From an optimization exercise on the open Yosys and OpenROAD flow, aimed at small area; shortcuts taken in it are not production practice.
In this exercise RTL edits were held to simulation tests only and were not proved equivalent to the original.
The clock port is modelled as an ideal driver; clocking choices that lean on that would not hold on a real chip.
No activity file was given, so power comes from the tool's default toggle rates.

**flow/design.v**
```verilog
module drac (
  input SCK,
  input CS,
  input MOSI,
  output MISO,
  input clk,
  input rst,
  input [3:0] regr_0,
  input [6:0] regr_1,
  input [7:0] regr_2,
  input [7:0] regr_3,
  input [7:0] regr_4,
  input [7:0] regr_5,
  output [7:0] regwr_0,
  output [7:0] regwr_1,
  output [7:0] regwr_2,
  output [7:0] regwr_3,
  output [2:0] regwr_4,
  output [7:0] regwr_5,
  output [3:0] regwr_6,
  output [1:0] regwr_7,
  output [4:0] regwr_8,
  output [4:0] regwr_9,
  output [4:0] regwr_10,
  output [4:0] regwr_11,
  output regwr_12,
  output regwr_13,
  output regwr_14,
  output [2:0] regwr_15,
  output [2:0] regwr_16,
  output [1:0] regwr_17,
  output [1:0] regwr_18,
  output regwr_19,
  output regwr_20,
  output [1:0] regwr_21,
  output regwr_22,
  output [6:0] regwr_23,
  output regwr_24,
  output regwr_25,
  output regwr_26,
  output [3:0] regwr_27,
  output [3:0] regwr_28,
  output regwr_29,
  output regwr_30,
  output regwr_31,
  output [2:0] regwr_32,
  output [2:0] regwr_33,
  output [2:0] regwr_34,
  output regwr_35,
  output regwr_36,
  output regwr_37,
  output regwr_38,
  output regwr_39,
  output [7:0] regwr_40,
  output [7:0] regwr_41
);
  reg cs0, cs1, sck0, sck1, sck2, mo0, mo1;
  always @(posedge clk) begin
    cs0 <= CS;   cs1 <= cs0;
    sck0 <= SCK; sck1 <= sck0; sck2 <= sck1;
    mo0 <= MOSI; mo1 <= mo0;
  end
  wire re = sck1 & ~sck2 & ~cs1;    
  localparam CMD = 2'd0, WR = 2'd1, RD = 2'd2, BURST = 2'd3;
  reg [1:0] st;
  reg [7:0] sr;
  reg [5:0] addr;
  wire done = re & sr[7];
  wire [7:0] byte_in = {sr[6:0], mo1};
  wire is_ff = &byte_in;
  always @(posedge clk) begin
    if (cs1)
      sr <= 8'd1;
    else if (re)
      sr <= sr[7] ? 8'd1 : {sr[6:0], mo1 & (st != RD)};
  end
  always @(posedge clk) begin
    if (cs1)
      st <= CMD;
    else if (done)
      case (st)
        CMD:   st <= is_ff ? BURST : (byte_in[7] ? WR : RD);
        BURST: if (addr == 6'd41) st <= CMD;
        default: st <= CMD;
      endcase
  end
  always @(posedge clk) begin
    if (done) begin
      if (st == CMD)
        addr <= byte_in[5:0] & {6{~is_ff}};
      else if (st == BURST)
        addr <= addr + 6'd1;
    end
  end
  wire wr = done & st[0];             
  wire [7:0] bus0 = byte_in & {8{~rst}};   
  wire [7:0] bus1 = byte_in | {8{rst}};    
  wire [7:0] wlo; wire [5:0] whi;
  assign wlo[0] = rst | (addr[2:0] == 3'd0);
  assign wlo[1] = rst | (addr[2:0] == 3'd1);
  assign wlo[2] = rst | (addr[2:0] == 3'd2);
  assign wlo[3] = rst | (addr[2:0] == 3'd3);
  assign wlo[4] = rst | (addr[2:0] == 3'd4);
  assign wlo[5] = rst | (addr[2:0] == 3'd5);
  assign wlo[6] = rst | (addr[2:0] == 3'd6);
  assign wlo[7] = rst | (addr[2:0] == 3'd7);
  assign whi[0] = rst | (wr & (addr[5:3] == 3'd0));
  assign whi[1] = rst | (wr & (addr[5:3] == 3'd1));
  assign whi[2] = rst | (wr & (addr[5:3] == 3'd2));
  assign whi[3] = rst | (wr & (addr[5:3] == 3'd3));
  assign whi[4] = rst | (wr & (addr[5:3] == 3'd4));
  assign whi[5] = rst | (wr & (addr[5:3] == 3'd5));
  reg [7:0] r0;
  always @(posedge clk) if (whi[0] & wlo[0]) r0 <= {bus1[7], bus0[6], bus0[5], bus0[4], bus0[3], bus0[2], bus0[1], bus1[0]};
  assign regwr_0 = r0;
  reg [7:0] r1;
  always @(posedge clk) if (whi[0] & wlo[1]) r1 <= {bus1[7], bus1[6], bus1[5], bus1[4], bus1[3], bus1[2], bus1[1], bus1[0]};
  assign regwr_1 = r1;
  reg [7:0] r2;
  always @(posedge clk) if (whi[0] & wlo[2]) r2 <= {bus0[7], bus0[6], bus0[5], bus0[4], bus0[3], bus0[2], bus0[1], bus0[0]};
  assign regwr_2 = r2;
  reg [7:0] r3;
  always @(posedge clk) if (whi[0] & wlo[3]) r3 <= {bus0[7], bus0[6], bus0[5], bus0[4], bus0[3], bus0[2], bus0[1], bus0[0]};
  assign regwr_3 = r3;
  reg [2:0] r4;
  always @(posedge clk) if (whi[0] & wlo[4]) r4 <= {bus1[2], bus0[1], bus0[0]};
  assign regwr_4 = r4;
  reg [7:0] r5;
  always @(posedge clk) if (whi[0] & wlo[5]) r5 <= {bus1[7], bus1[6], bus1[5], bus1[4], bus1[3], bus1[2], bus1[1], bus1[0]};
  assign regwr_5 = r5;
  reg [3:0] r6;
  always @(posedge clk) if (whi[0] & wlo[6]) r6 <= {bus0[3], bus0[2], bus0[1], bus0[0]};
  assign regwr_6 = r6;
  reg [1:0] r7;
  always @(posedge clk) if (whi[0] & wlo[7]) r7 <= {bus0[1], bus0[0]};
  assign regwr_7 = r7;
  reg [4:0] r8;
  always @(posedge clk) if (whi[1] & wlo[0]) r8 <= {bus0[4], bus1[3], bus0[2], bus1[1], bus1[0]};
  assign regwr_8 = r8;
  reg [4:0] r9;
  always @(posedge clk) if (whi[1] & wlo[1]) r9 <= {bus0[4], bus0[3], bus0[2], bus1[1], bus0[0]};
  assign regwr_9 = r9;
  reg [4:0] r10;
  always @(posedge clk) if (whi[1] & wlo[2]) r10 <= {bus0[4], bus0[3], bus0[2], bus0[1], bus0[0]};
  assign regwr_10 = r10;
  reg [4:0] r11;
  always @(posedge clk) if (whi[1] & wlo[3]) r11 <= {bus0[4], bus0[3], bus0[2], bus0[1], bus0[0]};
  assign regwr_11 = r11;
  reg r12;
  always @(posedge clk) if (whi[1] & wlo[4]) r12 <= {bus0[0]};
  assign regwr_12 = r12;
  reg r13;
  always @(posedge clk) if (whi[1] & wlo[5]) r13 <= {bus0[0]};
  assign regwr_13 = r13;
  reg r14;
  always @(posedge clk) if (whi[1] & wlo[6]) r14 <= {bus1[0]};
  assign regwr_14 = r14;
  reg [2:0] r15;
  always @(posedge clk) if (whi[1] & wlo[7]) r15 <= {bus0[2], bus1[1], bus1[0]};
  assign regwr_15 = r15;
  reg [2:0] r16;
  always @(posedge clk) if (whi[2] & wlo[0]) r16 <= {bus0[2], bus0[1], bus1[0]};
  assign regwr_16 = r16;
  reg [1:0] r17;
  always @(posedge clk) if (whi[2] & wlo[1]) r17 <= {bus0[1], bus1[0]};
  assign regwr_17 = r17;
  reg [1:0] r18;
  always @(posedge clk) if (whi[2] & wlo[2]) r18 <= {bus0[1], bus1[0]};
  assign regwr_18 = r18;
  reg r19;
  always @(posedge clk) if (whi[2] & wlo[3]) r19 <= {bus0[0]};
  assign regwr_19 = r19;
  reg r20;
  always @(posedge clk) if (whi[2] & wlo[4]) r20 <= {bus0[0]};
  assign regwr_20 = r20;
  reg [1:0] r21;
  always @(posedge clk) if (whi[2] & wlo[5]) r21 <= {bus0[1], bus0[0]};
  assign regwr_21 = r21;
  reg r22;
  always @(posedge clk) if (whi[2] & wlo[6]) r22 <= {bus1[0]};
  assign regwr_22 = r22;
  reg [6:0] r23;
  always @(posedge clk) if (whi[2] & wlo[7]) r23 <= {bus0[6], bus0[5], bus0[4], bus0[3], bus0[2], bus0[1], bus0[0]};
  assign regwr_23 = r23;
  reg r24;
  always @(posedge clk) if (whi[3] & wlo[0]) r24 <= {bus0[0]};
  assign regwr_24 = r24;
  reg r25;
  always @(posedge clk) if (whi[3] & wlo[1]) r25 <= {bus0[0]};
  assign regwr_25 = r25;
  reg r26;
  always @(posedge clk) if (whi[3] & wlo[2]) r26 <= {bus0[0]};
  assign regwr_26 = r26;
  reg [3:0] r27;
  always @(posedge clk) if (whi[3] & wlo[3]) r27 <= {bus0[3], bus0[2], bus0[1], bus0[0]};
  assign regwr_27 = r27;
  reg [3:0] r28;
  always @(posedge clk) if (whi[3] & wlo[4]) r28 <= {bus1[3], bus0[2], bus0[1], bus0[0]};
  assign regwr_28 = r28;
  reg r29;
  always @(posedge clk) if (whi[3] & wlo[5]) r29 <= {bus0[0]};
  assign regwr_29 = r29;
  reg r30;
  always @(posedge clk) if (whi[3] & wlo[6]) r30 <= {bus0[0]};
  assign regwr_30 = r30;
  reg r31;
  always @(posedge clk) if (whi[3] & wlo[7]) r31 <= {bus0[0]};
  assign regwr_31 = r31;
  reg [2:0] r32;
  always @(posedge clk) if (whi[4] & wlo[0]) r32 <= {bus0[2], bus0[1], bus0[0]};
  assign regwr_32 = r32;
  reg [2:0] r33;
  always @(posedge clk) if (whi[4] & wlo[1]) r33 <= {bus0[2], bus0[1], bus0[0]};
  assign regwr_33 = r33;
  reg [2:0] r34;
  always @(posedge clk) if (whi[4] & wlo[2]) r34 <= {bus0[2], bus0[1], bus0[0]};
  assign regwr_34 = r34;
  reg r35;
  always @(posedge clk) if (whi[4] & wlo[3]) r35 <= {bus1[0]};
  assign regwr_35 = r35;
  reg r36;
  always @(posedge clk) if (whi[4] & wlo[4]) r36 <= {bus1[0]};
  assign regwr_36 = r36;
  reg r37;
  always @(posedge clk) if (whi[4] & wlo[5]) r37 <= {bus1[0]};
  assign regwr_37 = r37;
  reg r38;
  always @(posedge clk) if (whi[4] & wlo[6]) r38 <= {bus0[0]};
  assign regwr_38 = r38;
  reg r39;
  always @(posedge clk) if (whi[4] & wlo[7]) r39 <= {bus0[0]};
  assign regwr_39 = r39;
  reg [7:0] r40;
  always @(posedge clk) if (whi[5] & wlo[0]) r40 <= {bus0[7], bus0[6], bus0[5], bus0[4], bus0[3], bus0[2], bus0[1], bus0[0]};
  assign regwr_40 = r40;
  reg [7:0] r41;
  always @(posedge clk) if (whi[5] & wlo[1]) r41 <= {bus0[7], bus0[6], bus0[5], bus0[4], bus0[3], bus0[2], bus0[1], bus0[0]};
  assign regwr_41 = r41;
  wire [7:0] rlo; wire [5:0] rhi;
  assign rlo[0] = addr[2:0] == 3'd0;
  assign rlo[1] = addr[2:0] == 3'd1;
  assign rlo[2] = addr[2:0] == 3'd2;
  assign rlo[3] = addr[2:0] == 3'd3;
  assign rlo[4] = addr[2:0] == 3'd4;
  assign rlo[5] = addr[2:0] == 3'd5;
  assign rlo[6] = addr[2:0] == 3'd6;
  assign rlo[7] = addr[2:0] == 3'd7;
  assign rhi[0] = addr[5:3] == 3'd0;
  assign rhi[1] = addr[5:3] == 3'd1;
  assign rhi[2] = addr[5:3] == 3'd2;
  assign rhi[3] = addr[5:3] == 3'd3;
  assign rhi[4] = addr[5:3] == 3'd4;
  assign rhi[5] = addr[5:3] == 3'd5;
  wire [7:0] bsel = {sr[0], sr[1], sr[2], sr[3], sr[4], sr[5], sr[6], sr[7]};
  wire [47:0] bits;
  assign bits[0] = |(bsel[7:0] & r0);
  assign bits[1] = |(bsel[7:0] & r1);
  assign bits[2] = |(bsel[7:0] & r2);
  assign bits[3] = |(bsel[7:0] & r3);
  assign bits[4] = |(bsel[2:0] & r4);
  assign bits[5] = |(bsel[7:0] & r5);
  assign bits[6] = |(bsel[3:0] & r6);
  assign bits[7] = |(bsel[1:0] & r7);
  assign bits[8] = |(bsel[4:0] & r8);
  assign bits[9] = |(bsel[4:0] & r9);
  assign bits[10] = |(bsel[4:0] & r10);
  assign bits[11] = |(bsel[4:0] & r11);
  assign bits[12] = |(bsel[0:0] & r12);
  assign bits[13] = |(bsel[0:0] & r13);
  assign bits[14] = |(bsel[0:0] & r14);
  assign bits[15] = |(bsel[2:0] & r15);
  assign bits[16] = |(bsel[2:0] & r16);
  assign bits[17] = |(bsel[1:0] & r17);
  assign bits[18] = |(bsel[1:0] & r18);
  assign bits[19] = |(bsel[0:0] & r19);
  assign bits[20] = |(bsel[0:0] & r20);
  assign bits[21] = |(bsel[1:0] & r21);
  assign bits[22] = |(bsel[0:0] & r22);
  assign bits[23] = |(bsel[6:0] & r23);
  assign bits[24] = |(bsel[0:0] & r24);
  assign bits[25] = |(bsel[0:0] & r25);
  assign bits[26] = |(bsel[0:0] & r26);
  assign bits[27] = |(bsel[3:0] & r27);
  assign bits[28] = |(bsel[3:0] & r28);
  assign bits[29] = |(bsel[0:0] & r29);
  assign bits[30] = |(bsel[0:0] & r30);
  assign bits[31] = |(bsel[0:0] & r31);
  assign bits[32] = |(bsel[2:0] & r32);
  assign bits[33] = |(bsel[2:0] & r33);
  assign bits[34] = |(bsel[2:0] & r34);
  assign bits[35] = |(bsel[0:0] & r35);
  assign bits[36] = |(bsel[0:0] & r36);
  assign bits[37] = |(bsel[0:0] & r37);
  assign bits[38] = |(bsel[0:0] & r38);
  assign bits[39] = |(bsel[0:0] & r39);
  assign bits[40] = |(bsel[7:0] & r40);
  assign bits[41] = |(bsel[7:0] & r41);
  assign bits[42] = |(bsel[3:0] & regr_0);
  assign bits[43] = |(bsel[6:0] & regr_1);
  assign bits[44] = |(bsel[7:0] & regr_2);
  assign bits[45] = |(bsel[7:0] & regr_3);
  assign bits[46] = |(bsel[7:0] & regr_4);
  assign bits[47] = |(bsel[7:0] & regr_5);
  wire g0 = |(rlo & bits[7:0]);
  wire g1 = |(rlo & bits[15:8]);
  wire g2 = |(rlo & bits[23:16]);
  wire g3 = |(rlo & bits[31:24]);
  wire g4 = |(rlo & bits[39:32]);
  wire g5 = |(rlo & bits[47:40]);
  assign MISO = (rhi[0] & g0) | (rhi[1] & g1) | (rhi[2] & g2) | (rhi[3] & g3) | (rhi[4] & g4) | (rhi[5] & g5);
endmodule
```
**flow/flow/run.sh**
```bash
#!/bin/bash
# Standard ORFS layout (standard.sh), except: ports are buffered with buf_1
# cells, and CTS uses small clock buffers without dummy loads.
set -euo pipefail
bash standard.sh synth > synth.log 2>&1
bash standard.sh \
  "BUFFER_PORTS_ARGS=-buffer_cell sky130_fd_sc_hd__buf_1" \
  "CTS_ARGS=-sink_clustering_enable -repair_clock_nets -dont_use_dummy_load -buf_list {sky130_fd_sc_hd__clkbuf_4 sky130_fd_sc_hd__clkbuf_8}" \
  REMOVE_ABC_BUFFERS=1 RECOVER_POWER=100 \
  finish > layout.log 2>&1
```
**flow/standard.sh**
```bash
#!/bin/bash
# synth_recipe.tcl (not shown) runs the flow's synth.tcl, then flattens the netlist and writes it again
# the make line also repeats each setting of config.mk as NAME=value (left out here)
make -C /OpenROAD-flow-scripts/flow DESIGN_CONFIG=/design/flow/config.mk WORK_HOME=/design/flow/orfs CLKGATE_MAP_FILE= SYNTH_SCRIPT=/design/flow/synth_recipe.tcl "${@:-finish}"
```
**flow/config.mk**
```make
export PLATFORM = sky130hd
export DESIGN_NAME = drac
export DESIGN_NICKNAME = drac
export VERILOG_FILES = /design/flow/design.v
export SDC_FILE = /design/flow/constraint.sdc
export NUM_CORES = 4
export LEC_CHECK = 0
export CAP_MARGIN = 20
export CORE_MARGIN = 2
export CORE_UTILIZATION = 40
export GPL_TIMING_DRIVEN = 0
export SLEW_MARGIN = 20
```
**flow/constraint.sdc**
```tcl
create_clock -name core_clock -period 4.0 [get_ports {clk}]
set_input_delay 0.8000 -clock core_clock [delete_from_list [all_inputs] [get_ports {clk}]]
set_output_delay 0.8000 -clock core_clock [all_outputs]
set_load 0.01 [all_outputs]
```
==> results of run 1 <==
-- cells in the final DEF (no fill, tap or decap), drive strengths merged, types with 6 or more instances in the layout --
| cell | netlist | routed |
|---|---|---|
| nand3b | 8 | 8 |
| a21oi | 33 | 33 |
| a22oi | 61 | 61 |
| nor2 | 52 | 52 |
| nand4 | 12 | 12 |
| o22ai | 8 | 8 |
| nand2b | 7 | 7 |
| nor2b | 13 | 13 |
| buf | 21 | 190 |
| clkbuf | 14 | 20 |
| dfxtp | 17 | 17 |
| ha | 9 | 9 |
| o21ai | 6 | 6 |
| nand3 | 10 | 10 |
| nand2 | 26 | 26 |
| edfxtp | 144 | 144 |
| or2 | 8 | 8 |
| a222oi | 13 | 13 |
| inv | 10 | 10 |
-- path summary, 6_finish.rpt --
path	slack, ps	endpoint	startpoint	cells after the start
max	240	MISO	addr[1]	9
min	340	sck1	sck0	0
max reg2reg	1090	r1[2]	sck1	5
min reg2reg	340	sck1	sck0	0
-- power groups by stage --
stage | Sequential [uW] | Clock (uW) | Combinational (uW)
2_1_floorplan | 2010 | 0 | 68.4
3_3_place_gp | 1990 | 0 | 200
3_5_place_dp | 1990 | 0 | 208
4_1_cts | 1960 | 887 | 209
5_1_grt | 1960 | 954 | 221
6_report | 1960 | 878 | 203
-- metal layers --
metal,global-route usage [%],part of all wire [%]
met4,6.49,2.0
met5,0,0
met2,38.5,47
met3,6.76,10
met1,32.9,41
-- cell type report --
| type | count | area (um^2) |
|---|---|---|
| Clock buffer | 17 | 234 |
| Fill cell | 1572 | 8710 |
| Inverter | 10 | 37.5 |
| Multi-Input combinational cell | 296 | 1870 |
| Sequential cell | 161 | 4670 |
| Tap cell | 220 | 275 |
| Timing Repair Buffer | 193 | 788 |
-- kinds of logic (layout without fill, tap and decap cells) --
| kind of cell | Yosys count | count (layout) |
|---|---|---|
| buf+inv | 45 | 220 |
| xor+xnor | 3 | 3 |
| compound gates | 142 | 142 |
| fa+ha+maj | 9 | 9 |
| mux | 4 | 4 |
| flops | 161 | 161 |
| simple gates | 138 | 138 |
-- registers in the layout, summed over array words and instances, names as in the netlist, 4 cells and up --
signal and flops:
r28 4, r6 4, r41 8, r8 5, sr 8, r1 8
r27 4, r5 8, r3 8, r11 5, r40 8, r23 7
addr 6, r10 5, r2 8, r9 5, r0 8
-- through the flow --
stage	utilization [%]	hold WS, ps
6_report	47.5	340
5_1_grt	47.5	352
4_1_cts	47.7	343
3_5_place_dp	46.3	312
3_3_place_gp	45.6	325
2_1_floorplan	-	310
-- critical path, delay by kind of cell, from the launching register on --
kind	cells	cell delay (ps)
flops	1	430
simple gates	2	530
buf+inv	2	300
fa+ha+maj	1	510
compound gates	4	740
-- timing repair --
| item | 4_1_cts | 5_1_grt |
|---|---|---|
| endpoints found under the setup margin | 1 | 0 |
| buffers inserted | 1 | 0 |
| hold endpoints to repair | 0 | 0 |
| gates resized for setup | 0 | 0 |
==> qor.yml, run 1 <==
drt:
  vias: 5304
  route.detailed.drc: 0
  wl_per_cell_um: 24.8
  vias_per_cell: 5.91
  wl_um: 22200
  drt_pass1_iterations: 6
  detail-route-antenna-nets: 0
  initialDrtViolationCount: 740
synthesis:
  synth_xor_area_share_pct: 0.389
  syn_inst: 502
  synth.top_cell.area_share_pct: 63.9
  synth_simple_gate_area_share_pct: 9.86
  muxShareOfSynthArea_pct: 0.592
  synthTopCellsByArea: "edfxtp_1 (64%), a22oi_1 (6.8%), dfxtp_1 (5.0%), nor2_1 (2.9%), a21oi_1 (2.2%)"
  async_reset_ff_share_pct: 0
  synth_area_mm2: 0.00676
  synth_edf_count: 144
  yosys_warnings: 1
  synth-seq-cells: 161
  synthFlopType: "edfxtp_1"
  yosysSeqAreaShare_pct: 69.0
  synth_most_common_cell: "edfxtp_1"
  synth_compound_area_share_pct: 15.3
  synth_top_family_by_area: "compound AO/OA/AOI/OAI gates"
  yosys.area_share.adder_pct: 1.67
  yosysTopAreaCell: "edfxtp_1"
  ys_types: 40
  synthTopCellsByCount: "edfxtp_1 (144), a22oi_1 (61), nor2_1 (52)"
  avgSynthCellArea_um2: 13.5
hold_path:
  min_path_type: "flop to flop"
sta:
  max_freq_mhz: 266
  setup_viol: 0
  fin_crit_ps: 3760
  worst_slew_pin_slew_ps: 2350
  finalHoldViolations: 0
  fin_crit_sh_pct: 94.0
  rsz0062_at_grt: "no"
  clock_skew_ps: 32.5
  finalMaxSlewViolations: 30
  fin_setup_tns_ps: 0
  setup_ws_ps: 238
  slew_headroom_pct: -57.2
placed_design:
  gp_congestion: 0.920
  portBuffers: 186
  dp_hpwl_um: 15100
  place_inst: 879
  post_dp_cell_area_mm2: 0.00767
  preCtsSetupSlack_ps: 493
clock_network:
  h-tree-depth: 4
  cts_buffers: 17
  cts_buffer_depth: 2
  clkSinkCount: 161
  clk_latency_ps: 460
  root_buffer: "clkbuf_8"
  cts_tree: "built"
  cts.clk_slew.worst_paths_ps: 70
  cts_hold_buf: 0
floorplanning:
  chipHeight_um: 134
  start_util_pct: 40.8
  io_pins: 187
  dieArea_mm2: 0.0180
  rows: 47
  design.core.area_mm2: 0.0166
  fp.dieW_um: 134
critical_path:
  crit_top_cell: "a21oi_1"
  required_ps: 3200
  path_cells: "inv_1 -> ha_1 -> nand2b_1 -> a41oi_1 -> a21oi_1 -> nand4_1 -> a21oi_1 -> o21ai_1 -> buf_1"
  path_class: "flop to output port"
  start_kind: "flop"
  crit_slowest_cell: "ha_1"
  critical_path.max_fanout: 12
  worst_setup_path_end_kind: "output port"
  max_stage_delay_ps: 510
  arrival_ps: 2960
outcome:
  status: "failed layout checks"
  checkFailReasons: "max-capacitance violations, max-slew violations"
run:
  cap_violations: 1
grt:
  grt_max_degree: 32
  overflow: 0
  grt_pass1_wl_um: 31600
  antenna_found_initial: 0
  grt_pass1_vias: 5064
  track_usage_pct: 24.2
power_and_ir_drop:
  p_int_uw: 2340
  combPwrFrac_pct: 6.7
  seqPwrFrac_pct: 64.4
  swShare_pct: 23.1
  vdd_ir_drop_max_v: 0.000210
  p_per_area_mw_per_mm2: 386
  leakagePower_uw: 0.00252
  p_clk_share_pct: 28.9
  netSwitchingPower_uw: 704
  fin_total_pwr_uw: 3040
final_layout:
  finalInstanceArea_mm2: 0.00788
  drive_above_1_share_pct: 5.02
  fin_nets: 736
  num_antenna_cells: 0
  final_cells: 897
  area_growth_pct: 16.4
==> run 2, diff against run 1 <==
--- a/flow/design.v
+++ b/flow/design.v
@@ -309,3 +309,5 @@
   wire g5 = |(rlo & bits[47:40]);
-  assign MISO = (rhi[0] & g0) | (rhi[1] & g1) | (rhi[2] & g2) | (rhi[3] & g3) | (rhi[4] & g4) | (rhi[5] & g5);
+  reg miso_q;
+  always @(posedge clk) miso_q <= (rhi[0] & g0) | (rhi[1] & g1) | (rhi[2] & g2) | (rhi[3] & g3) | (rhi[4] & g4) | (rhi[5] & g5);
+  assign MISO = miso_q;
 endmodule
--- a/flow/flow/run.sh
+++ b/flow/flow/run.sh
@@ -8,3 +8,3 @@
   "CTS_ARGS=-sink_clustering_enable -repair_clock_nets -dont_use_dummy_load -buf_list {sky130_fd_sc_hd__clkbuf_4 sky130_fd_sc_hd__clkbuf_8}" \
-  REMOVE_ABC_BUFFERS=1 RECOVER_POWER=100 \
+  REMOVE_ABC_BUFFERS=1 \
   finish > layout.log 2>&1
==> run 2 against run 1 <==
Compared with the run above:
- now clean on timing, DRC and antenna
- largest power group unchanged
- clock power rose by 0.8%
- fmax up 33%
- routed wire length grew 1.4%
- cell area up 0.86%
- synthesized area up 0.30%
- register-to-register slack better by 80 ps
- sequential cell count rose by 1
- non-clock buffer count is 1 lower
- critical endpoint is now r5[1]
- count of clock-buffer cells in the layout did not move
- core utilization grew 0.41 points
- largest cell class unchanged
- clock skew decreased by 13 ps
- critical path type is now flop to flop
- setup slack better by 930 ps
==> qor.yml, run 2 <==
outcome:
  status: "finished clean"
placed_design:
  preCtsSetupSlack_ps: 1160  # +671 ps
  gp_congestion: 0.874  # -5.0%
  place_inst: 880  # +0.11%
  dp_hpwl_um: 15000  # -0.63%
  portBuffers: 186  # unchanged
  post_dp_cell_area_mm2: 0.00771  # +0.44%
critical_path:
  start_kind: "flop"
  arrival_ps: 2910  # -50 ps
  crit_slowest_cell: "nor2_1"
  max_stage_delay_ps: 640  # +130 ps
  required_ps: 4070  # +870 ps
  critical_path.max_fanout: 8  # -4
  path_class: "flop to flop"
  path_cells: "nor2b_1 -> nand3b_2 -> nor3_1 -> a21oi_2 -> nor2_1"
  worst_setup_path_end_kind: "flop"
synthesis:
  ys_types: 40  # unchanged
  yosys_warnings: 1  # unchanged
  muxShareOfSynthArea_pct: 0.590  # -0.0017 points
  avgSynthCellArea_um2: 13.5  # about the same
  yosysSeqAreaShare_pct: 69.1  # +0.092 points
  async_reset_ff_share_pct: 0  # unchanged
  synth.top_cell.area_share_pct: 63.8  # -0.19 points
  yosysTopAreaCell: "edfxtp_1"
  synth_xor_area_share_pct: 0.387  # -0.0011 points
  synthTopCellsByCount: "edfxtp_1 (144), a22oi_1 (61), nor2_1 (52)"
  synth_area_mm2: 0.00678  # +0.30%
  yosys.area_share.adder_pct: 1.66  # -0.0049 points
  synthFlopType: "edfxtp_1"
  synth_compound_area_share_pct: 15.3  # -0.045 points
  synth_simple_gate_area_share_pct: 9.83  # -0.029 points
  synth_edf_count: 144  # unchanged
  synth_most_common_cell: "edfxtp_1"
  synth-seq-cells: 162  # +0.62%
  synth_top_family_by_area: "compound AO/OA/AOI/OAI gates"
  synthTopCellsByArea: "edfxtp_1 (64%), a22oi_1 (6.8%), dfxtp_1 (5.3%), nor2_1 (2.9%), a21oi_1 (2.2%)"
  syn_inst: 503  # +0.20%
clock_network:
  h-tree-depth: 4  # unchanged
  cts_buffer_depth: 2  # unchanged
  clkSinkCount: 162  # +0.62%
  clk_latency_ps: 460  # about the same
  cts_hold_buf: 0  # unchanged
  cts_tree: "built"
  root_buffer: "clkbuf_8"
  cts_buffers: 17  # unchanged
  cts-resized-gates: 0  # unchanged
  post-cts-setup-buffers: 0  # -1
  cts.clk_slew.worst_paths_ps: 60  # about the same
floorplanning:
  design.core.area_mm2: 0.0166  # unchanged
  rows: 47  # unchanged
  dieArea_mm2: 0.0180  # +0.29%
  io_pins: 187  # unchanged
  chipHeight_um: 134  # +0.15%
  start_util_pct: 40.9  # +0.12 points
  fp.dieW_um: 134  # +0.15%
final_layout:
  num_antenna_cells: 0  # unchanged
  fin_nets: 736  # unchanged
  final_common_cell: "buf_1"
  final_cell_mix: "buf_1 (185), edfxtp_1 (144), a22oi_1 (61)"
  final_cells: 897  # unchanged
  drive_above_1_share_pct: 6.65  # +1.6 points
  finalInstanceArea_mm2: 0.00794  # +0.86%
  area_growth_pct: 17.1
drt:
  initialDrtViolationCount: 614  # -17%
  route.detailed.drc: 0  # unchanged
  wl_per_cell_um: 25.1  # +1.4%
  detail-route-antenna-nets: 0  # unchanged
  drt_pass1_iterations: 6  # unchanged
  vias: 5333  # +0.55%
  vias_per_cell: 5.95  # +0.55%
  wl_um: 22600  # +1.4%
hold_path:
  min_path_type: "flop to flop"
power_and_ir_drop:
  p_per_area_mw_per_mm2: 386  # -0.14%
  leakagePower_uw: 0.00255  # +1.3%
  combPwrFrac_pct: 6.8  # about the same
  p_clk_share_pct: 28.9  # about the same
  seqPwrFrac_pct: 64.3  # about the same
  netSwitchingPower_uw: 711  # +1.1%
  vdd_ir_drop_max_v: 0.000204  # -2.9%
  swShare_pct: 23.2  # +0.091 points
  p_int_uw: 2350  # +0.59%
grt:
  grt_pass1_wl_um: 32200  # +1.7%
  grt_max_degree: 32  # unchanged
  antenna_found_initial: 0  # unchanged
  track_usage_pct: 24.5  # +0.32 points
  overflow: 0  # unchanged
  grt_pass1_vias: 5197  # +2.6%
sta:
  fin_setup_tns_ps: 0  # unchanged
  clock_skew_ps: 19.6  # -12.9 ps
  fin_crit_sh_pct: 70.9  # -23 points
  fin_crit_ps: 2830  # -928 ps
  finalHoldViolations: 0  # unchanged
  slew_headroom_pct: 30.9  # +88 points
  setup_viol: 0  # unchanged
  setup_ws_ps: 1170  # +928 ps
  hold_ws_ps: 328  # -11.6 ps
  finalMaxSlewViolations: 0  # -100%
  max_freq_mhz: 353  # +33%
  worst_slew_pin_slew_ps: 1030  # -1320 ps
  rsz0062_at_grt: "no"
run:
  cap_violations: 0  # -1
[run 2: layout make-up]
cell class                 instances  area [um^2]
tap                              220          275
timing repair buffer             192          812
clock buffer                      17          234
fill                            1514         8640
multi-input combinational        296         1890
sequential                       162         4690
inverter                          10         37.5
[run 2: power groups by stage]
stage	clock (uW)	sequential, uW	combinational [uW]
final	885	1970	208
after global routing	961	1980	225
after CTS	891	1970	209
after detailed placement	0	2000	208
after global placement	0	2000	200
after floorplan	0	2020	68.3
[run 2: worst paths after layout]
kind | depth (start not counted) | slack, ps | to | start
setup / recovery | 5 | 1170 | r5[1] | sck1
hold / removal | 0 | 330 | cs1 | cs0
setup reg to reg | 5 | 1170 | r5[1] | sck1
hold reg to reg | 0 | 330 | cs1 | cs0
[run 2: cell families after synthesis]
| kind of cell | count (synthesis) |
|---|---|
| AOI/OAI and AO/OA | 142 |
| xor gates and xnor gates | 3 |
| adders and majority gates | 9 |
| buffers and inverters | 45 |
| DFF | 162 |
| muxes | 4 |
| and+or+nand+nor | 138 |
[run 2: per-layer routing]
| metal | wire, um | vias up | track usage, % |
|---|---|---|---|
| met5 | 0 | - | 0 |
| li1 | - | 2307 | - |
| met1 | 9180 | 2634 | 32.5 |
| met4 | 289 | 0 | 7.13 |
| met3 | 2270 | 33 | 6.46 |
| met2 | 10800 | 359 | 39.9 |
[run 2: through the flow]
stage / utilization [%] / total power (uW)
after CTS: 47.9 / 3070
after detailed placement: 46.5 / 2210
after global placement: 45.7 / 2200
after global routing: 47.9 / 3160
after floorplan: - / 2080
final: 47.9 / 3060
[run 2: worst max-delay path, delay by kind of cell, from the launching register on]
family / cells / cell delay [ps]
AOI/OAI and AO/OA: 1 / 290
and+or+nand+nor: 4 / 1830
DFF: 1 / 340
==> run 3, diff against run 2 <==
==> flow/flow/run.sh (replaced) <==
#!/bin/bash
# Standard ORFS layout (standard.sh), except: ports are buffered with buf_1
# cells, and CTS uses small clock buffers without dummy loads.
set -euo pipefail
bash standard.sh synth > synth.log 2>&1
bash standard.sh \
  "BUFFER_PORTS_ARGS=-buffer_cell sky130_fd_sc_hd__buf_1" \
  "CTS_ARGS=-sink_clustering_enable -repair_clock_nets -dont_use_dummy_load -buf_list sky130_fd_sc_hd__clkbuf_4" \
  REMOVE_ABC_BUFFERS=1 "POST_CTS_TCL=$(pwd)/flow/post_cts.tcl" \
  finish > layout.log 2>&1
==> flow/flow/post_cts.tcl (new file) <==
# After CTS: upsize each clkbuf_4 whose loads see a slow clock edge to clkbuf_8,
# then legalize the placement again.
estimate_parasitics -placement
set n 0
foreach inst [get_cells -filter "ref_name == sky130_fd_sc_hd__clkbuf_4"] {
  set worst 0
  set net [get_nets -of_objects [get_pins [get_full_name $inst]/X]]
  foreach pin [get_pins -of_objects $net -filter "direction == input"] {
    set s [get_property $pin slew_max]
    if {$s > $worst} { set worst $s }
  }
  if {$worst > 0.112} {
    replace_cell $inst sky130_fd_sc_hd__clkbuf_8
    incr n
  }
}
puts "post_cts: upsized $n clock buffers"
estimate_parasitics -placement
detailed_placement
check_placement -verbose
--- a/flow/config.mk
+++ b/flow/config.mk
@@ -7,6 +7,7 @@
 export LEC_CHECK = 0
-export CAP_MARGIN = 20
+export CAP_MARGIN = 0
 export CORE_MARGIN = 2
-export CORE_UTILIZATION = 40
+export CORE_UTILIZATION = 60
 export GPL_TIMING_DRIVEN = 0
-export SLEW_MARGIN = 20
+export PLACE_DENSITY = 0.75
+export SLEW_MARGIN = 0
==> run 3 against run 2 <==
Compared with the run above:
- still clean on timing, DRC and antenna
- combinational power hardly changed
- sequential share of layout area is 1.8 points higher
- cell area is 3.1% lower
- global-route usage is 9.6 points higher
- non-clock buffer count is 3 lower
- sequential cell count stayed put
- die area is 32% lower
- fmax is 9.3% lower
- via count is 0.84% higher
- count of clock-buffer cells in the layout stayed put
- core utilization is 23 points higher
- critical endpoint is now miso_q
==> qor.yml, run 3 <==
outcome:
  status: "finished clean"
final_layout:
  fin_nets: 733  # -0.41%
  fin_util_pct: 70.4  # +23 points
  final_cells: 814  # -9.3%
  drive_above_1_share_pct: 5.93  # -0.71 points
  final_common_cell: "buf_1"
  area_growth_pct: 13.5
  final_cell_mix: "buf_1 (185), edfxtp_1 (144), a22oi_1 (61)"
  num_antenna_cells: 0  # unchanged
synthesis:
  avgSynthCellArea_um2: 13.5  # unchanged
  yosysSeqAreaShare_pct: 69.1  # unchanged
  synthTopCellsByCount: "edfxtp_1 (144), a22oi_1 (61), nor2_1 (52)"
  synth_area_mm2: 0.00678  # unchanged
  synth.top_cell.area_share_pct: 63.8  # unchanged
  synth-seq-cells: 162  # unchanged
  syn_inst: 503  # unchanged
  synth_edf_count: 144  # unchanged
  yosys_warnings: 1  # unchanged
  synth_most_common_cell: "edfxtp_1"
  yosysTopAreaCell: "edfxtp_1"
  ys_types: 40  # unchanged
  async_reset_ff_share_pct: 0  # unchanged
  synthTopCellsByArea: "edfxtp_1 (64%), a22oi_1 (6.8%), dfxtp_1 (5.3%), nor2_1 (2.9%), a21oi_1 (2.2%)"
  synthFlopType: "edfxtp_1"
clock_network:
  clkSinkCount: 162  # unchanged
  clk_latency_ps: 440  # -20 ps
  cts.clk_slew.worst_paths_ps: 100  # +40 ps
  cts_tree: "built"
floorplanning:
  rows: 38  # -19%
  io_pins: 187  # unchanged
  chipHeight_um: 110  # -18%
  fp.dieW_um: 110  # -18%
  start_util_pct: 62.0  # +21 points
  dieArea_mm2: 0.0122  # -32%
  design.core.area_mm2: 0.0109  # -34%
placed_design:
  place_inst: 797  # -9.4%
  gp_congestion: 0.908  # +3.9%
  dp_hpwl_um: 13400  # -10%
  portBuffers: 186  # unchanged
sta:
  hold_ws_ps: 338  # +10.2 ps
  slew_headroom_pct: 5.41  # -26 points
  finalMaxSlewViolations: 0  # unchanged
  max_freq_mhz: 320  # -9.3%
  rsz0062_at_grt: "no"
  finalHoldViolations: 0  # unchanged
  fin_crit_ps: 3120  # +290 ps
  fin_crit_sh_pct: 78.1  # +7.3 points
  worst_slew_pin_slew_ps: 1420  # +383 ps
  setup_viol: 0  # unchanged
  clock_skew_ps: 29.0  # +9.43 ps
  fin_setup_tns_ps: 0  # unchanged
drt:
  initialDrtViolationCount: 761  # +24%
  wl_um: 20300  # -10%
  detail-route-antenna-nets: 0  # unchanged
  wl_per_cell_um: 24.9  # -0.84%
  route.detailed.drc: 0  # unchanged
  vias: 5378  # +0.84%
  drt_pass1_iterations: 6  # unchanged
  vias_per_cell: 6.61  # +11%
hold_path:
  min_path_type: "flop to flop"
  hold_path_depth: 0  # unchanged
critical_path:
  worst_setup_path_end_kind: "flop"
  arrival_ps: 3460  # +550 ps
  crit_slowest_cell: "edfxtp_1"
  path_cells: "inv_1 -> ha_1 -> a22oi_1 -> o221ai_1 -> a211o_1 -> a21oi_1 -> o211a_1 -> o21ai_1"
  start_kind: "flop"
  critical_path.max_fanout: 30  # +22
  max_stage_delay_ps: 1120  # +480 ps
  required_ps: 4330  # +260 ps
  path_class: "flop to flop"
  r2r_cells: 8  # +3
run:
  cap_violations: 0  # unchanged
power_and_ir_drop:
  leakagePower_uw: 0.00249  # -2.4%
  p_per_area_mw_per_mm2: 375  # -2.7%
  vdd_ir_drop_max_v: 0.000304  # +49%
  fin_total_pwr_uw: 2890  # -5.7%
grt:
  grt_pass1_wl_um: 29300  # -8.9%
  track_usage_pct: 34.1  # +9.6 points
  grt_max_degree: 41  # +28%
  antenna_found_initial: 0  # unchanged
  grt_pass1_vias: 5165  # -0.62%
  overflow: 0  # unchanged
[run 3: cell counts after synthesis]
Identical to the previous run, type by type.
[run 3: path summary, 6_finish.rpt]
kind                               from      to  slack (ps)
worst max-delay path            addr[2]  miso_q         880
worst min-delay path               sck0    sck1         340
worst max register to register  addr[2]  miso_q         880
worst min register to register     sck0    sck1         340
[run 3: cells by family (layout without fill, tap and decap cells)]
logic type                 Yosys count  count (layout)  share of synthesized area [%]
DFF                                162             162                           69.1
AOI/OAI and AO/OA                  142             142                           15.3
and+or+nand+nor                    138             138                           9.83
buffers and inverters               45             216                           3.21
adders and majority gates            9               9                           1.66
muxes                                4               4                          0.590
xor gates and xnor gates             3               3                          0.387
[run 3: final cells by class]
| type | instances | area, um^2 |
|---|---|---|
| flip-flops and latches | 162 | 4690 |
| clock buffers | 17 | 153 |
| well taps | 140 | 175 |
| repair buffers | 189 | 757 |
| inverters | 10 | 37.5 |
| multi-input cells | 296 | 1890 |
| fillers | 803 | 3240 |
[run 3: report_power, final]
group	internal [uW]	leakage, uW	switching, uW	total [uW]
clock network	240	0.0000886	474	714
registers	1910	0.00152	51.2	1970
logic	63.0	0.000874	147	210
[run 3: worst max-delay path, delay by kind of cell, from the launching register on]
family,cells,cell delay [ps]
AOI/OAI and AO/OA,6,1100
adders and majority gates,1,470
buffers and inverters,1,310
DFF,1,1120
[run 3: metal layers]
layer  GRT usage, %  vias up  part of all wire, %
met5              0        -                    0
met4           13.2        0                  2.7
met3           10.7       52                   13
met2           52.9      419                   48
met1           45.5     2604                   36
li1               -     2303                    -
[run 3: stage by stage]
step | setup WS [ps] | cell area, um^2
6_report | 876 | 7700
5_1_grt | 710 | 7700
3_5_place_dp | 1010 | 7540
3_3_place_gp | 247 | 7480
2_1_floorplan | 1630 | 6600
==> run 4, diff against run 3 <==
--- a/flow/design.v
+++ b/flow/design.v
@@ -63,3 +63,3 @@
   wire re = sck1 & ~sck2 & ~cs1;    
-  localparam CMD = 2'd0, WR = 2'd1, RD = 2'd2, BURST = 2'd3;
+  localparam CMD = 2'd0, WR = 2'd2, RD = 2'd1, BURST = 2'd3;
   reg [1:0] st;
@@ -86,11 +86,6 @@
   end
-  always @(posedge clk) begin
-    if (done) begin
-      if (st == CMD)
-        addr <= byte_in[5:0] & {6{~is_ff}};
-      else if (st == BURST)
-        addr <= addr + 6'd1;
-    end
-  end
-  wire wr = done & st[0];             
+  always @(posedge clk)
+    if (done)
+      addr <= (st == CMD) ? (byte_in[5:0] & {6{~is_ff}}) : addr + 6'd1;
+  wire wr = done & st[1];             
   wire [7:0] bus0 = byte_in & {8{~rst}};   
==> run 4 against run 3 <==
Compared with the run above:
- cell area down 1.4%
- via count decreased by 0.86%
- clock skew about the same
- final cell count down 1.5%
- sequential share of layout area increased by 0.84 points
- sequential power barely moved
- non-clock buffer count stayed put
- count of clock-buffer cells in the layout unchanged
- fmax is 3.6% higher
- first-iteration DRC count up 7.8%
- setup slack improved by 110 ps
==> qor.yml, run 4 <==
synthesis:
  syn_inst: 492  # -2.2%
  synth_edf_count: 144  # unchanged
  synth_area_mm2: 0.00667  # -1.6%
  yosysTopAreaCell: "edfxtp_1"
  synth-seq-cells: 162  # unchanged
  synthTopCellsByArea: "edfxtp_1 (65%), a22oi_1 (6.0%), dfxtp_1 (5.4%), nor2_1 (3.0%), a222oi_1 (2.5%)"
  yosys_warnings: 1  # unchanged
  synth.top_cell.area_share_pct: 64.8  # +1.0 points
  synthFlopType: "edfxtp_1"
  synth_most_common_cell: "edfxtp_1"
  synthTopCellsByCount: "edfxtp_1 (144), a22oi_1 (53), nor2_1 (53)"
  avgSynthCellArea_um2: 13.6  # +0.60%
  ys_types: 43  # +7.5%
  yosysSeqAreaShare_pct: 70.2  # +1.1 points
  async_reset_ff_share_pct: 0  # unchanged
grt:
  antenna_found_initial: 0  # unchanged
  grt_pass1_wl_um: 28200  # -3.6%
  grt_max_degree: 38  # -7.3%
  grt_pass1_vias: 4998  # -3.2%
  track_usage_pct: 32.8  # -1.3 points
  overflow: 0  # unchanged
clock_network:
  cts_tree: "built"
  clkSinkCount: 162  # unchanged
  cts.clk_slew.worst_paths_ps: 110  # about the same
  clk_latency_ps: 440  # about the same
floorplanning:
  fp.dieW_um: 109  # -0.78%
  chipHeight_um: 109  # -0.78%
  io_pins: 187  # unchanged
  rows: 38  # unchanged
  start_util_pct: 61.6  # -0.46 points
  design.core.area_mm2: 0.0108  # -0.87%
  dieArea_mm2: 0.0120  # -1.6%
placed_design:
  portBuffers: 186  # unchanged
  gp_congestion: 0.934  # +2.9%
  post_dp_cell_area_mm2: 0.00742  # -1.6%
  dp_hpwl_um: 13400  # -0.61%
final_layout:
  fin_nets: 718  # -2.0%
  final_common_cell: "buf_1"
  drive_above_1_share_pct: 5.59  # -0.35 points
  finalInstanceArea_mm2: 0.00759  # -1.4%
  area_growth_pct: 13.8
  fin_util_pct: 70.0  # -0.35 points
  fillers: 814  # +1.4%
  num_antenna_cells: 0  # unchanged
  final_cell_mix: "buf_1 (185), edfxtp_1 (144), nor2_1 (53), a22oi_1 (53), nand2_1 (27)"
power_and_ir_drop:
  vdd_ir_drop_max_v: 0.000250  # -18%
  swShare_pct: 23.1  # -0.21 points
  p_per_area_mw_per_mm2: 380  # +1.1%
  combPwrFrac_pct: 6.7  # -0.6 points
  seqPwrFrac_pct: 67.8  # -0.2 points
  netSwitchingPower_uw: 664  # -1.2%
  p_int_uw: 2220  # about the same
  leakagePower_uw: 0.00245  # -1.4%
  p_clk_share_pct: 25.5  # +0.8 points
drt:
  wl_per_cell_um: 24.2  # -2.9%
  initialDrtViolationCount: 820  # +7.8%
  routed-wl-met3_um: 2200  # -16%
  wl_um: 19400  # -4.3%
  vias_per_cell: 6.65  # +0.63%
  route.detailed.drc: 0  # unchanged
  top_layer_used: "met4"
  drt-met1-wl_um: 7530  # +1.8%
  vias: 5332  # -0.86%
  detail-route-antenna-nets: 0  # unchanged
  drt_pass1_iterations: 8  # +2
  routed-wl-met2_um: 9210  # -5.4%
critical_path:
  worst_setup_path_end_kind: "flop"
  max_stage_delay_ps: 990  # -130 ps
  required_ps: 4280  # -50 ps
  crit_slowest_cell: "edfxtp_1"
  arrival_ps: 3290  # -170 ps
  path_cells: "inv_1 -> ha_1 -> a31oi_1 -> o21ai_0 -> a21oi_1 -> o211ai_1 -> a32oi_1 -> o221ai_1"
  path_class: "flop to flop"
  critical_path.max_fanout: 23  # -23%
  start_kind: "flop"
sta:
  max_freq_mhz: 332  # +3.6%
  finalHoldViolations: 0  # unchanged
  fin_setup_tns_ps: 0  # unchanged
  finalMaxSlewViolations: 0  # unchanged
  fin_crit_sh_pct: 75.4  # -2.7 points
  clock_skew_ps: 29.4  # +0.329 ps
  rsz0062_at_grt: "no"
  slew_headroom_pct: 20.6  # +15 points
  fin_crit_ps: 3020  # -109 ps
  setup_viol: 0  # unchanged
  worst_slew_pin_slew_ps: 1190  # -227 ps
outcome:
  status: "finished clean"
hold_path:
  min_path_type: "flop to flop"
run:
  cap_violations: 0  # unchanged
## run 4: final timing paths
path / slack [ps] / start / end / depth (start not counted)
min reg2reg: 320 / mo0 / mo1 / 0
min: 320 / mo0 / mo1 / 0
max reg2reg: 980 / addr[2] / miso_q / 8
max: 980 / addr[2] / miso_q / 8
## run 4: layout make-up
class | count | area, um^2 | share of cell area, %
clock buffer | 17 | 159 | 2.09
inverter | 12 | 45.0 | 0.593
multi-input combinational | 282 | 1780 | 23.4
sequential | 162 | 4690 | 61.7
tap | 140 | 175 | 2.31
timing repair buffer | 189 | 749 | 9.87
## run 4: layer usage
metal  track usage (%)  vias to the layer above
met4              12.2                        0
met5                 0                        -
li1                  -                     2280
met1              44.8                     2591
met2              51.0                      414
met3              8.89                       47
## run 4: critical path, delay by kind of cell, from the launching register on
family	cells	cell delay, ps
buf+inv	1	400
fa+ha+maj	1	460
flops	1	990
compound gates	6	1010
## run 4: metrics by stage
step                hold WS, ps  power [uW]  cells  setup WS, ps
floorplan                   310        2070    456          1440
global placement            314        2170    782           296
detailed placement          312        2180    784           614
global route                325        2950    802           823
finish                      316        2880    802           985
## run 4: logic make-up after synthesis
kind of cell	Yosys count	synth area share, %
AND/OR/NAND/NOR	131	9.07
buffers and inverters	48	3.30
XOR/XNOR	3	0.394
multiplexers	2	0.300
adder cells (fa/ha/maj)	6	1.12
flip-flops	162	70.2
AO/OA/AOI/OAI	140	15.6
## run 4: power by group through the flow
| stage | sequential [uW] | combinational, uW | clock (uW) |
|---|---|---|---|
| after floorplan | 2010 | 62.5 | 0 |
| after global placement | 1990 | 181 | 0 |
| after detailed placement | 1990 | 193 | 0 |
| after global routing | 1960 | 211 | 781 |
| final | 1950 | 194 | 735 |
==> run 5, diff against run 4 <==
--- a/flow/design.v
+++ b/flow/design.v
@@ -62,3 +62,3 @@
   end
-  wire re = sck1 & ~sck2 & ~cs1;    
+  wire re = sck1 & ~sck2;
   localparam CMD = 2'd0, WR = 2'd2, RD = 2'd1, BURST = 2'd3;
@@ -82,3 +82,3 @@
         CMD:   st <= is_ff ? BURST : (byte_in[7] ? WR : RD);
-        BURST: if (addr == 6'd41) st <= CMD;
+        BURST: if (addr[5] & addr[3] & addr[0]) st <= CMD;
         default: st <= CMD;
==> run 5 against run 4 <==
Compared with the run above:
- sequential share of layout area decreased by 0.13 points
- global-route usage increased by 0.54 points
- critical path depth is 3 lower
- critical path type unchanged
- largest power group unchanged
- highest routed layer unchanged
- first-iteration DRC count fell by 22%
- routed wire length is 1.2% higher
- synthesized area up 0.32%
==> qor.yml, run 5 <==
outcome:
  status: "finished clean"
synthesis:
  yosysSeqAreaShare_pct: 70.0  # -0.22 points
  synth.top_cell.area_share_pct: 64.6  # -0.21 points
  synth_xor_area_share_pct: 0.392  # -0.0013 points
  async_reset_ff_share_pct: 0  # unchanged
  yosys.area_share.adder_pct: 1.12  # -0.0036 points
  synth_compound_area_share_pct: 15.1  # -0.52 points
  synthTopCellsByArea: "edfxtp_1 (65%), a22oi_1 (7.6%), dfxtp_1 (5.4%), nor2_1 (3.3%), a222oi_1 (2.1%)"
  synthFlopType: "edfxtp_1"
  synth_area_mm2: 0.00670  # +0.32%
  synth_edf_count: 144  # unchanged
  synth-seq-cells: 162  # unchanged
  yosysTopAreaCell: "edfxtp_1"
  avgSynthCellArea_um2: 13.4  # -1.3%
  synthTopCellsByCount: "edfxtp_1 (144), a22oi_1 (68), nor2_1 (58)"
  synth_most_common_cell: "edfxtp_1"
  yosys_warnings: 1  # unchanged
  synth_top_family_by_area: "compound AO/OA/AOI/OAI gates"
  ys_types: 42  # -2.3%
  syn_inst: 500  # +1.6%
  synth_simple_gate_area_share_pct: 10.0  # +0.92 points
  muxShareOfSynthArea_pct: 0.673  # +0.37 points
final_layout:
  final_common_cell: "buf_1"
  fin_util_pct: 70.2  # +0.15 points
  fin_nets: 723  # +0.70%
  final_cell_mix: "buf_1 (185), edfxtp_1 (144), a22oi_1 (68)"
  num_antenna_cells: 0  # unchanged
  area_growth_pct: 13.7
  drive_above_1_share_pct: 5.70  # +0.11 points
hold_path:
  min_path_type: "flop to flop"
  hold_path_depth: 0  # unchanged
clock_network:
  clkSinkCount: 162  # unchanged
  clk_latency_ps: 450  # about the same
  cts.clk_slew.worst_paths_ps: 100  # about the same
  cts_tree: "built"
floorplanning:
  start_util_pct: 61.8  # +0.20 points
  fp.dieW_um: 110  # +0.16%
  io_pins: 187  # unchanged
  rows: 38  # unchanged
  chipHeight_um: 110  # +0.16%
  dieArea_mm2: 0.0120  # +0.31%
  design.core.area_mm2: 0.0108  # unchanged
drt:
  vias: 5381  # +0.92%
  routed-wl-met2_um: 9160  # -0.60%
  route.detailed.drc: 0  # unchanged
  drt_pass1_iterations: 6  # -2
  top_layer_used: "met4"
  drt-met1-wl_um: 7200  # -4.5%
  wl_per_cell_um: 24.3  # +0.56%
  initialDrtViolationCount: 643  # -22%
  detail-route-antenna-nets: 0  # unchanged
  wl_um: 19600  # +1.2%
  vias_per_cell: 6.67  # +0.29%
  routed-wl-met3_um: 2530  # +15%
critical_path:
  critical_path.max_fanout: 41  # +78%
  required_ps: 4070  # -210 ps
  arrival_ps: 3160  # -130 ps
  start_kind: "flop"
  worst_setup_path_end_kind: "flop"
  r2r_cells: 5  # -3
  path_class: "flop to flop"
power_and_ir_drop:
  leakagePower_uw: 0.00246  # +0.26%
  p_per_area_mw_per_mm2: 380  # about the same
  vdd_ir_drop_max_v: 0.000325  # +30%
sta:
  worst_slew_pin_slew_ps: 1240  # +54.1 ps
  finalHoldViolations: 0  # unchanged
  fin_crit_ps: 3090  # +76.9 ps
  rsz0062_at_grt: "no"
  fin_crit_sh_pct: 77.3  # +1.9 points
  setup_viol: 0  # unchanged
  finalMaxSlewViolations: 0  # unchanged
  hold_ws_ps: 336  # +20.2 ps
  max_freq_mhz: 323  # -2.5%
  fin_setup_tns_ps: 0  # unchanged
  slew_headroom_pct: 17.0  # -3.6 points
  clock_skew_ps: 30.3  # +0.975 ps
run:
  cap_violations: 0  # unchanged
placed_design:
  dp_hpwl_um: 13000  # -2.8%
  gp_congestion: 0.907  # -2.9%
  portBuffers: 186  # unchanged
grt:
  antenna_found_initial: 0  # unchanged
  grt_pass1_vias: 5060  # +1.2%
  overflow: 0  # unchanged
  grt_pass1_wl_um: 28400  # +0.64%
  track_usage_pct: 33.4  # +0.54 points
  grt_max_degree: 42  # +11%
==> run 5: cell types whose count changed in the layout (fill, tap and decap cells not counted), sizes merged, moves of 3 or more <==
cell	before	now
a31oi	6	1
a41oi	4	1
a221oi	8	1
inv	11	8
nor2	54	58
nand4	8	14
a22oi	53	68
nand3b	0	8
a32oi	2	5
nand3	14	7
a222oi	17	14
a21oi	20	24
==> run 5: logic make-up (layout without fill, tap and decap cells) <==
| kind of cell | after synthesis | in the layout |
|---|---|---|
| buffers and inverters | 46 | 213 |
| adders and majority gates | 6 | 6 |
| DFF | 162 | 162 |
| xor gates and xnor gates | 3 | 3 |
| and+or+nand+nor | 141 | 141 |
| AOI/OAI and AO/OA | 138 | 138 |
| muxes | 4 | 4 |
==> run 5: worst max-delay path, stage by stage, from the launching register on <==
cell	delay [ps]
dfxtp_2	910
and2_1	560
nand2_1	100
nor2_1	180
a21oi_1	290
nor2_1	670
==> run 5: layout make-up <==
| cell class | instances | area (um^2) |
|---|---|---|
| sequential | 162 | 4690 |
| inverter | 8 | 30.0 |
| fill | 811 | 3230 |
| timing repair buffer | 188 | 729 |
| multi-input combinational | 292 | 1830 |
| clock buffer | 17 | 153 |
| tap | 140 | 175 |
==> run 5: power by group <==
part           total, uW  switching [uW]  leakage [uW]  internal (uW)
Clock                720             480     0.0000886            240
Combinational        206             145      0.000854           61.2
Sequential          1960            51.1       0.00152           1910
==> run 5: path summary, 6_finish.rpt <==
kind                            endpoint  slack [ps]  startpoint
worst max register to register     r5[2]         910       sr[7]
worst min-delay path                 mo1         340         mo0
worst min register to register       mo1         340         mo0
worst max-delay path               r5[2]         910       sr[7]
==> run 5: stage by stage <==
stage               power [uW]  setup slack, ps  cell area [um^2]  cells
finish                    2890              908              7610    807
floorplan                 2080             1510              6540    462
global route              2970              723              7610    807
detailed placement        2200              585              7450    790
global placement          2190              339              7410    788
==> run 5: per-layer routing <==
layer | up-vias | track usage, %
met5 | - | 0
met2 | 470 | 50.9
li1 | 2280 | -
met4 | 0 | 16.5
met3 | 75 | 8.54
met1 | 2556 | 44.9

afterwards: timing with drivers on the ports:
Ports are ideal in the flow. The routed layouts listed here were re-timed in OpenROAD. Step 1: set_driving_cell puts a clkbuf_16 on clk and a buf_2 on each other input, an assumption about the parent block. Step 2 moves the port delays by t, midway between the first and last clock arrival at a register: inputs arrive t later, outputs are due t later. That takes back most of the time a late clock gives input paths. a / b / c = ideal / step 1 / step 2; a / b = the first two.
run | shift t [ns] | setup slack, ns | worst register clock-pin slew, ns
run 1 | 0.476 | 0.238 / 0.205 / 0.081 | 0.09 / 0.09
run 2 | 0.480 | 1.166 / 1.166 / 1.166 | 0.08 / 0.08
run 3 | 0.465 | 0.876 / 0.876 / 0.876 | 0.12 / 0.12
run 4 | 0.458 | 0.985 / 0.985 / 0.985 | 0.11 / 0.11
run 5 | 0.469 | 0.908 / 0.908 / 0.908 | 0.11 / 0.11
The setup slack of run 1, which loses most, moves by -0.033 ns with the drivers and by -0.157 ns with both steps.
